Background: an optimization exercise with open tools, aiming at small area. Do not read the settings as production practice.
Only simulation tests tie the RTL to the original design; equivalence was not proved.
Power figures rest on the tool's default switching activity, not on a simulated workload.

## project
module project(
	CLOCK_50,
	KEY,
	SW,
	plot,
	x,
	y,
	colour,
	HEX0,
	HEX1,
	HEX2
	);
Size: about 2500 cells after synthesis, about 170 flip-flops, roughly 16000 um2 of cells after synthesis.
==> flow/config.mk <==
export PLATFORM = sky130hd
export DESIGN_NAME = project
export DESIGN_NICKNAME = project
export VERILOG_FILES = /design/flow/design.v
export SDC_FILE = /design/flow/constraint.sdc
export NUM_CORES = 4
export LEC_CHECK = 0
export ABC_AREA = 1
export CAP_MARGIN = 20
export CORE_MARGIN = 2
export CORE_UTILIZATION = 40
export CTS_BUF_LIST = sky130_fd_sc_hd__clkbuf_8
export SLEW_MARGIN = 20
==> flow/constraint.sdc <==
create_clock -name core_clock -period 10.0 [get_ports {CLOCK_50}]
set_input_delay 2.0000 -clock core_clock [delete_from_list [all_inputs] [get_ports {CLOCK_50}]]
set_output_delay 2.0000 -clock core_clock [all_outputs]
set_load 0.01 [all_outputs]
standard.sh (not shown) runs the stock make flow with config.mk's settings and CLKGATE_MAP_FILE= SYNTH_SCRIPT=/design/flow/synth_recipe.tcl, a recipe that flattens the netlist after the stock synthesis.
==> flow/flow/run.sh <==
#!/bin/bash
# The standard layout (standard.sh, unchanged synthesis and steps), with two
# options passed through the environment:
#  - port buffers use the smallest buffer cell instead of clkdlybuf4s50_1;
#  - clock tree synthesis inserts no dummy loads.
set -e
export BUFFER_PORTS_ARGS="-buffer_cell sky130_fd_sc_hd__buf_1"
export CTS_ARGS="-sink_clustering_enable -repair_clock_nets -buf_list sky130_fd_sc_hd__clkbuf_8 -dont_use_dummy_load"
bash standard.sh > standard.log 2>&1
The starting point finished clean.
==> next run, changes <==
--- a/flow/flow/run.sh
+++ b/flow/flow/run.sh
@@ -2,2 +2,2 @@
-# The standard layout (standard.sh, unchanged synthesis and steps), with two
-# options passed through the environment:
+# The standard layout (standard.sh, unchanged synthesis and steps), with
+# three options passed through the environment:
@@ -5 +5,3 @@
-#  - clock tree synthesis inserts no dummy loads.
+#  - clock tree synthesis inserts no dummy loads;
+#  - after floorplanning, combinational cells are set to drive strength 1
+#    (flow/downsize.tcl); later repair steps size up where needed.
@@ -8,0 +11 @@
+export POST_FLOORPLAN_TCL="$(pwd)/flow/downsize.tcl"
==> flow/flow/downsize.tcl (new file) <==
# POST_FLOORPLAN hook: swap the combinational cells that synthesis mapped
# at a higher drive strength to drive strength 1.  Registers, clock and
# port buffers are not touched; the placement and timing repair steps
# size cells up again where slew, capacitance or timing need it.
set db [ord::get_db]
set block [ord::get_db_block]
set n 0
foreach inst [$block getInsts] {
  set name [[$inst getMaster] getName]
  if {[regexp {^(sky130_fd_sc_hd__(?:inv|nand2|nand3|nand4|nor2|nor3|nor4|and2|and3|and4|or2|or3|or4|a21oi|a31oi|o21ai|o21bai|a21o|o21a|a22oi|o22ai|a211oi|o211ai|xor2|xnor2|a2bb2oi|o2bb2ai|a221oi|o221ai|a32oi|o32ai|a41oi|o41ai|a311oi|o311ai|a2111oi|o2111ai|nand2b|nor2b|and2b|or2b)_)([0-9]+)$} $name -> base drv]} {
    if {$drv > 1} {
      set m [$db findMaster "${base}1"]
      if {$m != "NULL"} {
        $inst swapMaster $m
        incr n
      }
    }
  }
}
puts "downsize: swapped $n cells to drive strength 1"
=> Clock-buffer cell count is unchanged. Global-route usage went up by 0.16 points. Sequential share of layout area came out higher by 0.34 points. Sequential power went down by about 1%. Clock skew falls by 0.0042 ns. Cell count stays flat. Synthesized cell count does not change. Final area came out lower by 1.6%. Total power came out lower by 2.3%.
==> next run, changes <==
==> flow/run.sh (new file) <==
#!/bin/bash
# synth_recipe.tcl (not shown) runs the flow's synth.tcl, then flattens the netlist and writes it again
# the make line also repeats each setting of config.mk as NAME=value (left out here)
make -C /OpenROAD-flow-scripts/flow DESIGN_CONFIG=/design/flow/config.mk WORK_HOME=/design/flow/orfs CLKGATE_MAP_FILE= SYNTH_SCRIPT=/design/flow/synth_recipe.tcl finish
removed: flow/flow/run.sh
removed: flow/flow/downsize.tcl
removed: flow/standard.sh
Result:
- The changed run went through all stages and came out clean
- routed wire length goes up by 0.88%
- sequential share of layout area goes down by 0.91 points
- first-iteration DRC count goes up by 0.74%
- cell count goes up by 0.33%
- utilization goes up by 1.8 points
- global-route usage goes up by 0.13 points


== run A ==
Another version of the RTL of project (not shown whole).
Size: about 2500 cells after synthesis, about 0.016 mm2 of cells after synthesis.
==> flow/config.mk <==
export PLATFORM = sky130hd
export DESIGN_NAME = project
export DESIGN_NICKNAME = project
export VERILOG_FILES = /design/flow/design.v
export SDC_FILE = /design/flow/constraint.sdc
export NUM_CORES = 4
export LEC_CHECK = 0
export ABC_AREA = 1
export CAP_MARGIN = 20
export CORE_MARGIN = 2
export CORE_UTILIZATION = 40
export CTS_BUF_LIST = sky130_fd_sc_hd__clkbuf_16
export CTS_CLUSTER_DIAMETER = 200
export CTS_CLUSTER_SIZE = 60
export SLEW_MARGIN = 20
==> flow/constraint.sdc <==
create_clock -name core_clock -period 10.0 [get_ports {CLOCK_50}]
set_input_delay 2.0000 -clock core_clock [delete_from_list [all_inputs] [get_ports {CLOCK_50}]]
set_output_delay 2.0000 -clock core_clock [all_outputs]
set_load 0.01 [all_outputs]
run.sh (not shown) runs the stock make flow with config.mk's settings and CLKGATE_MAP_FILE= SYNTH_SCRIPT=/design/flow/synth_recipe.tcl, a recipe that flattens the netlist after the stock synthesis.
Stock flow here: none of the scripts above is used.
Run A went all the way through synthesis, placement and routing and the layout is clean on timing, DRC and antenna.
Inputs modified between run A and run B:
- swapping sky130_fd_sc_hd__clkbuf_16 for sky130_fd_sc_hd__clkbuf_8 in CTS_BUF_LIST
- clearing CTS_CLUSTER_SIZE, which used to be 60
- clearing CTS_CLUSTER_DIAMETER, which used to be 200
- putting PLACE_DENSITY at 0.75 where nothing was set
- swapping 40 for 60 in CORE_UTILIZATION
Notes after the runs:
Run B was carried through to the last stage, and its layout satisfied the timing, DRC and antenna checks. [run B] net switching power fell about 0.7% relative to run A. For initial DRC count, dividing the value from run B by the value from run A gives 1.15. Run B packs its core more tightly than run A. Cell area after placement was lower in run B than in run A. Re area overhead of the layout relative to synthesis: run B is 2.4 points down on run A. Taking run A as the reference, in run B netlist area before placement now sits at about the same level, fraction of power consumed by combinational cells now sits higher. Clock latency reported for the late side of the worst-skew pair: higher on run B.
diff inputs: run B => run C
- PLACE_DENSITY no longer set, was 0.75
- CORE_UTILIZATION now 40, was 60
--- outcome ---
Share of final-layout standard cells stronger than drive strength 1 essentially unchanged between run C and run B. Compared to run B, run C has met2 usage 17 points lower. Between run B and run C, count of plain and timing-repair buffers in the layout increased. Run C ended up with x[7] as its capture point of the critical path; run B ended up with down. Part of the cycle the worst path needs: lower on run C. Taking run B as the reference point, the peak supply drop of run C falls by 74%. Looking at number of iterations in the first detailed-routing pass, run C sits below run B. First-pass GRT wire length was higher in the run labelled run C. Changes observed in run C relative to run B: pre-CTS setup slack now larger; area after synthesis comparable; sum of buffers and inverters on the critical path now smaller. Summary: with run B as the reference, total power in run C moved down slightly.
> inputs changed (run C -> run D)
- CTS_CLUSTER_DIAMETER newly set to 200
- CTS_CLUSTER_SIZE newly set to 40
Findings:
- Clock-pin slew of the registers on the worst-case setup and hold paths: run D vs run C, no meaningful difference
- Per the comparison of run D with run C, setup slack stayed essentially flat; area taken by flip-flops and latches saw little to no change; total number of multi-input combinational cells essentially unchanged.
#### Input delta (run E over run D)
- CTS_CLUSTER_DIAMETER removed (was 200)
- SLEW_MARGIN changed from 20 to 0
- CTS_CLUSTER_SIZE removed (was 40)
- CAP_MARGIN changed from 20 to 0
--- outcome ---
The layout buffering overhead excluding clock cells was comparable across run D and run E.
Fmax | run E vs run D | run E faster
Run D and run E ended up with nearly the same total congestion overflow.
| amount of wire on met3 after detailed routing | run E vs run D | 42 um lower |
Taking run D as the reference, in run E share of synthesized cell area in full adder, half adder and majority cells ~0 delta, met2 usage in global routing +0.57 points, total power +0.34%, cell area after placement ~0 delta.
Any difference in total wire length between run D and run E is small enough to ignore.
In run E, the worst setup margin came out 110 ps above the value in run D.
On via count, run D tracks run E almost exactly.

-- separate check: timing with driven ports --
How much do the figures lean on ideal ports? The routed layouts below were timed once more, with nothing changed but the port constraints. Step 1 (the two cells are an assumption about what drives the block):
set clk [get_ports {CLOCK_50}]
set_driving_cell -lib_cell sky130_fd_sc_hd__clkbuf_16 $clk
set_driving_cell -lib_cell sky130_fd_sc_hd__buf_2 [delete_from_list [all_inputs] $clk]
Step 2 times the ports against the registers' clock, not the clock port: input delays grow and output delays shrink by t, the midpoint of the rising clock arrivals with the driver on. a / b / c = no drivers / after step 1 / after step 2; a / b = the first two.
run	shift t [ns]	setup slack, ns	worst setup path at the end
the first run of note 1	0.544	1.657 / 1.657 / 1.657	register to register
the second run of note 1	0.596	1.345 / 1.345 / 1.345	register to register
the third run of note 1	0.560	1.684 / 1.684 / 1.684	register to register
run A	0.522	1.812 / 1.760 / 1.812	register to register
run B	0.524	1.642 / 1.642 / 1.642	register to register
run C	0.565	1.757 / 1.704 / 1.793	register to register
run D	0.565	1.757 / 1.704 / 1.793	register to register
run E	0.575	1.864 / 1.812 / 1.888	register to register
After both steps every run listed still meets setup and hold.
